Background: an optimization exercise with open tools, aiming at small area. Do not read the settings as production practice.
At most, simulation tests tie the RTL to the original design; equivalence was not proved.
No activity file was given, so power comes from the tool's default toggle rates.

==> flow/design.v <==
module clockdivider(input logic clock,
                    input logic reset,
                    output logic pe);
always @(posedge clock)
	pe <= ~(pe | reset);
endmodule
module clock_divider_1Hz (input logic clock,
                          input logic reset,
                          output logic tick,
                          output logic tick2);
reg [16:0] c;
reg [6:0] k;    
assign tick = ~c[0] & c[1] & ~c[3] & c[4] & ~c[5] & c[6] & c[7] & ~c[8] & c[9] &
              c[10] & ~c[11] & ~c[12] & c[13] & ~c[14] & c[16];
assign tick2 = tick & k[6] & k[5] & k[1] & k[0];    
wire [7:0] kc;
wire [6:0] kn;
assign kc[0] = tick;
genvar i;
for (i = 0; i < 7; i = i + 1) begin : gk
	assign kn[i] = (k[i] ^ kc[i]) & ~(tick2 | reset);
	assign kc[i+1] = k[i] & kc[i];
end
always @(posedge clock or posedge reset)
begin
	if (reset)
		c <= 17'h04DA4;
	else
		c <= {c[15:3], c[2] & ~tick, c[1:0], c[16] ^ c[2]};
end
always @(posedge clock)
	k <= kn;
endmodule
module fsm_snes (input clk,
                 input reset,
                 input strobe,
                 input data,
                 output [11:0] cs,            
                 output blank_cs,
                 output snes_latch,
                 output snes_clk);
reg [8:0] d;
reg [5:0] hc;
reg [14:0] sr;
reg dbit;
reg blank_r;
assign cs = sr[11:0];
assign blank_cs = blank_r;
wire idle = hc[5] & hc[1];                                     
wire go = idle & strobe;
wire term = d[0] & ~d[1] & d[2] & ~d[4] & ~d[5] & ~d[7] & d[8];  
wire f = term | (idle & ~strobe);                               
assign snes_latch = ~(hc[5] | hc[4] | hc[3] | hc[2] | hc[1]);   
assign snes_clk = ~(hc[0] & ~hc[5] & (hc[4] | hc[3] | hc[2] | hc[1]));  
wire [6:0] hcc;
wire [5:0] hcn;
assign hcc[0] = term;
genvar i;
for (i = 0; i < 6; i = i + 1) begin : gh
	assign hcn[i] = hc[i] ^ hcc[i];
	assign hcc[i+1] = hc[i] & hcc[i];
end
always @(posedge clk or posedge reset)
begin
	if (reset)
	begin
		d <= 9'h001;
		hc <= 6'd34;
	end
	else
	begin
		d <= {d[7:3], d[2] & ~f, d[1], d[0] & ~f, (d[8] ^ d[3]) | f};
		hc <= {hcn[5] & ~go, hcn[4:2], hcn[1] & ~go, hcn[0]};
	end
end
wire capture = term & snes_latch & hc[0];                       
wire load = term & hc[4] & hc[3] & hc[2] & hc[1] & hc[0];       
always @(posedge clk)
	if (capture)
		dbit <= data;
always @(posedge clk or posedge reset)
begin
	if (reset)
	begin
		sr <= 15'd0;
		blank_r <= 1'b1;
	end
	else if (load)
	begin
		sr <= {dbit, sr[14:1]};
		blank_r <= 1'b0;
	end
end
endmodule
module VGA (input logic clk,
            input logic pe,
            input logic reset,
            output logic hsync,
            output logic vsync,
            output logic blank,
            output logic active_next,    
            output logic [9:0] curr_x,
            output logic [8:0] curr_y);
reg [9:0] hq;
reg [9:0] v;
assign blank = hq[9] & hq[8];
wire h_wrap = hq[9] & ~hq[8] & hq[7];              
wire v_wrap = v[9] & v[3] & v[2] & v[0];            
assign hsync = ~(blank & (hq[7] | (hq[6] & hq[5] & hq[4])) & ~(hq[7] & hq[6] & (hq[5] | hq[4])));
assign vsync = ~(~v[9] & v[8] & v[7] & v[6] & v[5] & ~v[4] & v[3] & ~v[2] & v[1]);  
assign curr_x = hq;
assign curr_y = v[8:0];
wire hload = reset | (pe & h_wrap);                
wire vinc = pe & h_wrap;
wire vclr = reset | (pe & v_wrap);
wire [10:0] hc, vc;
wire [9:0] hn, vn;
assign hc[0] = pe;
assign vc[0] = vinc;
genvar i;
for (i = 0; i < 10; i = i + 1) begin : g
	assign hn[i] = hq[i] ^ hc[i];
	assign hc[i+1] = hq[i] & hc[i];
	assign vn[i] = (v[i] ^ vc[i]) & ~vclr;
	assign vc[i+1] = v[i] & vc[i];
end
wire [9:0] hqn = {hn[9] | hload, hn[8] | hload, hn[7] & ~hload, hn[6] | hload, hn[5] | hload,
                  hn[4:0] & {5{~hload}}};
assign active_next = ~(hqn[9] & hqn[8]) & ~(vn[9] | (vn[8] & vn[7] & vn[6] & vn[5]));
always @(posedge clk)
begin
	hq <= hqn;
	v <= vn;
end
endmodule
module updn #(parameter W = 4) (input logic [W-1:0] q,
                                input logic en,
                                input logic up_n,
                                input logic dn_n,
                                output logic [W-1:0] n);
wire [W:0] a;
assign a[0] = en & (up_n ^ dn_n);
genvar i;
for (i = 0; i < W; i = i + 1) begin : g
	assign a[i+1] = a[i] & ~(q[i] ^ dn_n);
	assign n[i] = q[i] ^ a[i];
end
endmodule
module sub_r #(parameter W = 10) (input logic [W-1:0] a,
                                  input logic [W-1:0] b,
                                  output logic [W-1:0] d);
wire [W:0] br;
assign br[0] = 1'b0;
genvar i;
for (i = 0; i < W; i = i + 1) begin : g
	assign d[i] = a[i] ^ b[i] ^ br[i];
	assign br[i+1] = (~a[i] & b[i]) | (~(a[i] ^ b[i]) & br[i]);
end
endmodule
module add_r #(parameter W = 10) (input logic [W-1:0] a,
                                  input logic [W-1:0] b,
                                  output logic [W-1:0] s);
wire [W:0] c;
assign c[0] = 1'b0;
genvar i;
for (i = 0; i < W; i = i + 1) begin : g
	assign s[i] = a[i] ^ b[i] ^ c[i];
	assign c[i+1] = (a[i] & b[i]) | ((a[i] ^ b[i]) & c[i]);
end
endmodule
module gt_r #(parameter W = 10) (input logic [W-1:0] a,
                                 input logic [W-1:0] b,
                                 output logic gt);
wire [W:0] g;
assign g[0] = 1'b0;
genvar i;
for (i = 0; i < W; i = i + 1) begin : gg
	assign g[i+1] = (a[i] ^ b[i]) ? a[i] : g[i];
end
assign gt = g[W];
endmodule
module rgb_decoder (input logic clk,
                    input logic reset,
                    input logic [11:0] cs,         
                    input logic blank_cs,
                    input logic tick,
                    input logic tick2,
                    input logic blank,
                    input logic active_next,
                    input logic [9:0] curr_x,
                    input logic [8:0] curr_y,
                    output logic [3:0] r_out,
                    output logic [3:0] g_out,
                    output logic [3:0] b_out);
reg [9:0] x_pos;
reg [8:0] y_pos;
reg [7:0] size;
reg [3:0] rs, gs, bs;
wire [9:0] xn;
wire [8:0] yn;
wire [7:0] sn;
wire [3:0] rn, gn, bn;
wire t1 = tick & ~blank_cs;
wire t2 = tick2 & ~blank_cs;
updn #(10) ux (.q(x_pos), .en(t1), .up_n(cs[7]), .dn_n(cs[6]), .n(xn));
updn #(9)  uy (.q(y_pos), .en(t1), .up_n(cs[5]), .dn_n(cs[4]), .n(yn));
updn #(8)  us (.q(size), .en(t2), .up_n(cs[3]), .dn_n(cs[2]), .n(sn));
updn #(4)  ur (.q(rs), .en(t2), .up_n(cs[11]), .dn_n(cs[10]), .n(rn));
updn #(4)  ug (.q(gs), .en(t2), .up_n(cs[8]), .dn_n(cs[0]), .n(gn));
updn #(4)  ub (.q(bs), .en(t2), .up_n(cs[9]), .dn_n(cs[1]), .n(bn));
wire [9:0] xl, xr;
wire [8:0] yl, yr;
sub_r #(10) sxl (.a(xn), .b({2'd0, sn}), .d(xl));
add_r #(10) sxr (.a(xn), .b({2'd0, sn}), .s(xr));
sub_r #(9)  syl (.a(yn), .b({1'd0, sn}), .d(yl));
add_r #(9)  syr (.a(yn), .b({1'd0, sn}), .s(yr));
wire c_xl, c_xr, c_yl, c_yr;
gt_r #(10) cxl (.a(curr_x), .b(xl), .gt(c_xl));
gt_r #(10) cxr (.a(xr), .b(curr_x), .gt(c_xr));
gt_r #(9)  cyl (.a(curr_y), .b(yl), .gt(c_yl));
gt_r #(9)  cyr (.a(yr), .b(curr_y), .gt(c_yr));
wire xin = ~blank & active_next & c_xl & c_xr;
wire yin = c_yl & c_yr;
wire [11:0] pix;
vga_generator my_generator (
	.x_in (xin),
	.y_in (yin),
	.sprite ({rn, gn, bn}),
	.cur ({r_out, g_out, b_out}),
	.nxt (pix));
always @(posedge clk or posedge reset)
begin
	if (reset)
	begin
		x_pos <= 10'd512;
		y_pos <= 9'd256;
		size <= 8'd20;
		rs <= 4'hF;
		gs <= 4'hF;
		bs <= 4'hF;
		{r_out, g_out, b_out} <= 12'd0;
	end
	else
	begin
		x_pos <= xn;
		y_pos <= yn;
		size <= sn;
		rs <= rn;
		gs <= gn;
		bs <= bn;
		{r_out, g_out, b_out} <= pix;
	end
end
endmodule
module vga_generator(input logic x_in,
                     input logic y_in,
                     input logic [11:0] sprite,
                     input logic [11:0] cur,
                     output logic [11:0] nxt);
assign nxt = x_in ? (y_in ? sprite : cur) : 12'd0;
endmodule
module top_level(input logic clk,
                 input logic strobe,
                 input logic data,
                 input logic reset,
                 output logic snes_latch,
                 output logic snes_clk,
                 output logic v_sync,
                 output logic h_sync,
                 output logic [3:0] r,
                 output logic [3:0] g,
                 output logic [3:0] b);
wire [11:0] cs;
wire blank_cs;
wire pe, active_next, blank;
wire [9:0] curr_x;
wire [8:0] curr_y;
wire tick, tick2;
fsm_snes snes_decode (
	.clk (clk),
	.reset (reset),
	.strobe (strobe),
	.data (data),
	.cs (cs),
	.blank_cs (blank_cs),
	.snes_latch (snes_latch),
	.snes_clk (snes_clk));
clockdivider my_clk_div (
	.clock (clk),
	.reset (reset),
	.pe (pe));
VGA my_VGA (
	.clk (clk),
	.pe (pe),
	.reset (reset),
	.hsync (h_sync),
	.vsync (v_sync),
	.curr_x (curr_x),
	.curr_y (curr_y),
	.blank (blank),
	.active_next (active_next));
clock_divider_1Hz my_ticks (
	.clock (clk),
	.reset (reset),
	.tick (tick),
	.tick2 (tick2));
rgb_decoder my_decoder (
	.clk (clk),
	.reset (reset),
	.cs (cs),
	.blank_cs (blank_cs),
	.tick (tick),
	.tick2 (tick2),
	.blank (blank),
	.active_next (active_next),
	.curr_x (curr_x),
	.curr_y (curr_y),
	.r_out (r),
	.g_out (g),
	.b_out (b));
endmodule
Settings: LEC_CHECK=0, CAP_MARGIN=20, CORE_MARGIN=2, CORE_UTILIZATION=70, PLACE_DENSITY=0.8, SLEW_MARGIN=20; clock period 10.0 ns.
standard.sh (not shown) runs the stock make flow with config.mk's settings and CLKGATE_MAP_FILE= SYNTH_SCRIPT=/design/flow/synth_recipe.tcl, a recipe that flattens the netlist after the stock synthesis.
==> flow/flow/run.sh <==
#!/bin/bash
# The standard layout (standard.sh: standard synthesis, floorplan, placement,
# routing) with these changes:
#  - after the floorplan step, combinational cells get their smallest drive strength
#    (flow/downsize.tcl); placement and routing repair size up what needs it;
#  - clock tree: clkbuf_4 buffers only, and no dummy loads at the tree's leaves;
#  - port buffers: the smallest buffer cell.
# Each tool's output goes to a log file here.
set -euo pipefail
export CTS_ARGS="-sink_clustering_enable -repair_clock_nets -dont_use_dummy_load -buf_list sky130_fd_sc_hd__clkbuf_4"
export BUFFER_PORTS_ARGS="-buffer_cell sky130_fd_sc_hd__buf_1"
bash standard.sh floorplan > flow_make_floorplan.log 2>&1
export RES=orfs/results/$FLOW_PLATFORM/top_level/base
openroad -no_init -exit flow/downsize.tcl > flow_downsize.log 2>&1
bash standard.sh finish > flow_make_finish.log 2>&1
==> flow/flow/downsize.tcl <==
# Give every combinational cell of the synthesized netlist the smallest drive strength
# of its kind; the later repair steps size up whatever then needs more drive.
read_db $::env(RES)/2_floorplan.odb
set db [ord::get_db]
set n 0
foreach inst [[ord::get_db_block] getInsts] {
  set mn [[$inst getMaster] getName]
  if {![regexp {^(sky130_fd_sc_hd__[a-z0-9]+)_([0-9]+)$} $mn -> base drv]} { continue }
  if {[regexp {df|dl|clk|tap|fill|decap|conb|diode} $base]} { continue }
  foreach d {0 1 2} {
    if {$d >= $drv} { break }
    set m [$db findMaster ${base}_$d]
    if {$m ne "NULL" && $m ne ""} {
      if {[$inst swapMaster $m]} { incr n }
      break
    }
  }
}
puts "downsized $n cells"
write_db $::env(RES)/2_floorplan.odb
Rerun with:
--- a/flow/design.v
+++ b/flow/design.v
@@ -173,11 +173,11 @@
                                  output logic gt);
 wire [W:0] g;
 assign g[0] = 1'b0;
 genvar i;
 for (i = 0; i < W; i = i + 1) begin : gg
-	assign g[i+1] = (a[i] ^ b[i]) ? a[i] : g[i];
+	assign g[i+1] = (a[i] & ~b[i]) | (~(a[i] ^ b[i]) & g[i]);
 end
 assign gt = g[W];
 endmodule
 module rgb_decoder (input logic clk,
                     input logic reset,
After rerunning: Power barely changes; area after synthesis is higher by 5.2%; die area climbs by 5.0%; global-route usage rises by 0.80 points; utilization is about the same; clock skew drops by 8.0 ps; maximum frequency rises by 3.4%; register-to-register slack improved by 230 ps; via count climbs by 4.8%; clock power hardly moves; clock-buffer cell count stays the same.
The RTL of the second run of this note was laid out without a check of its function.

-- static timing again, ports no longer ideal --
In the flow no input, the clock included, has a driving cell. The finished layouts below were timed again as built, in two steps.
Step 1: set_driving_cell puts a clkbuf_16 on clk and a buf_2 on each other input, an assumption about the parent block.
Step 2, shift: input delay + t, output delay - t, t = (earliest + latest rising clock arrival at the registers) / 2. This alone moves slack from input paths to output paths.
Three values: ideal ports, drivers, drivers and shift; two values: the first two.
run	shift t [ns]	setup WS [ns]	hold slack, ns	worst setup path at the end	slew at the worst register clock pin (ns)
the first run	0.528	2.933 / 2.933 / 2.933	0.355 / 0.355 / 0.355	register to register	0.11 / 0.11
the second run	0.544	3.163 / 3.163 / 3.163	0.331 / 0.331 / 0.331	register to register	0.11 / 0.11
After both steps setup and hold are still met in every run listed.
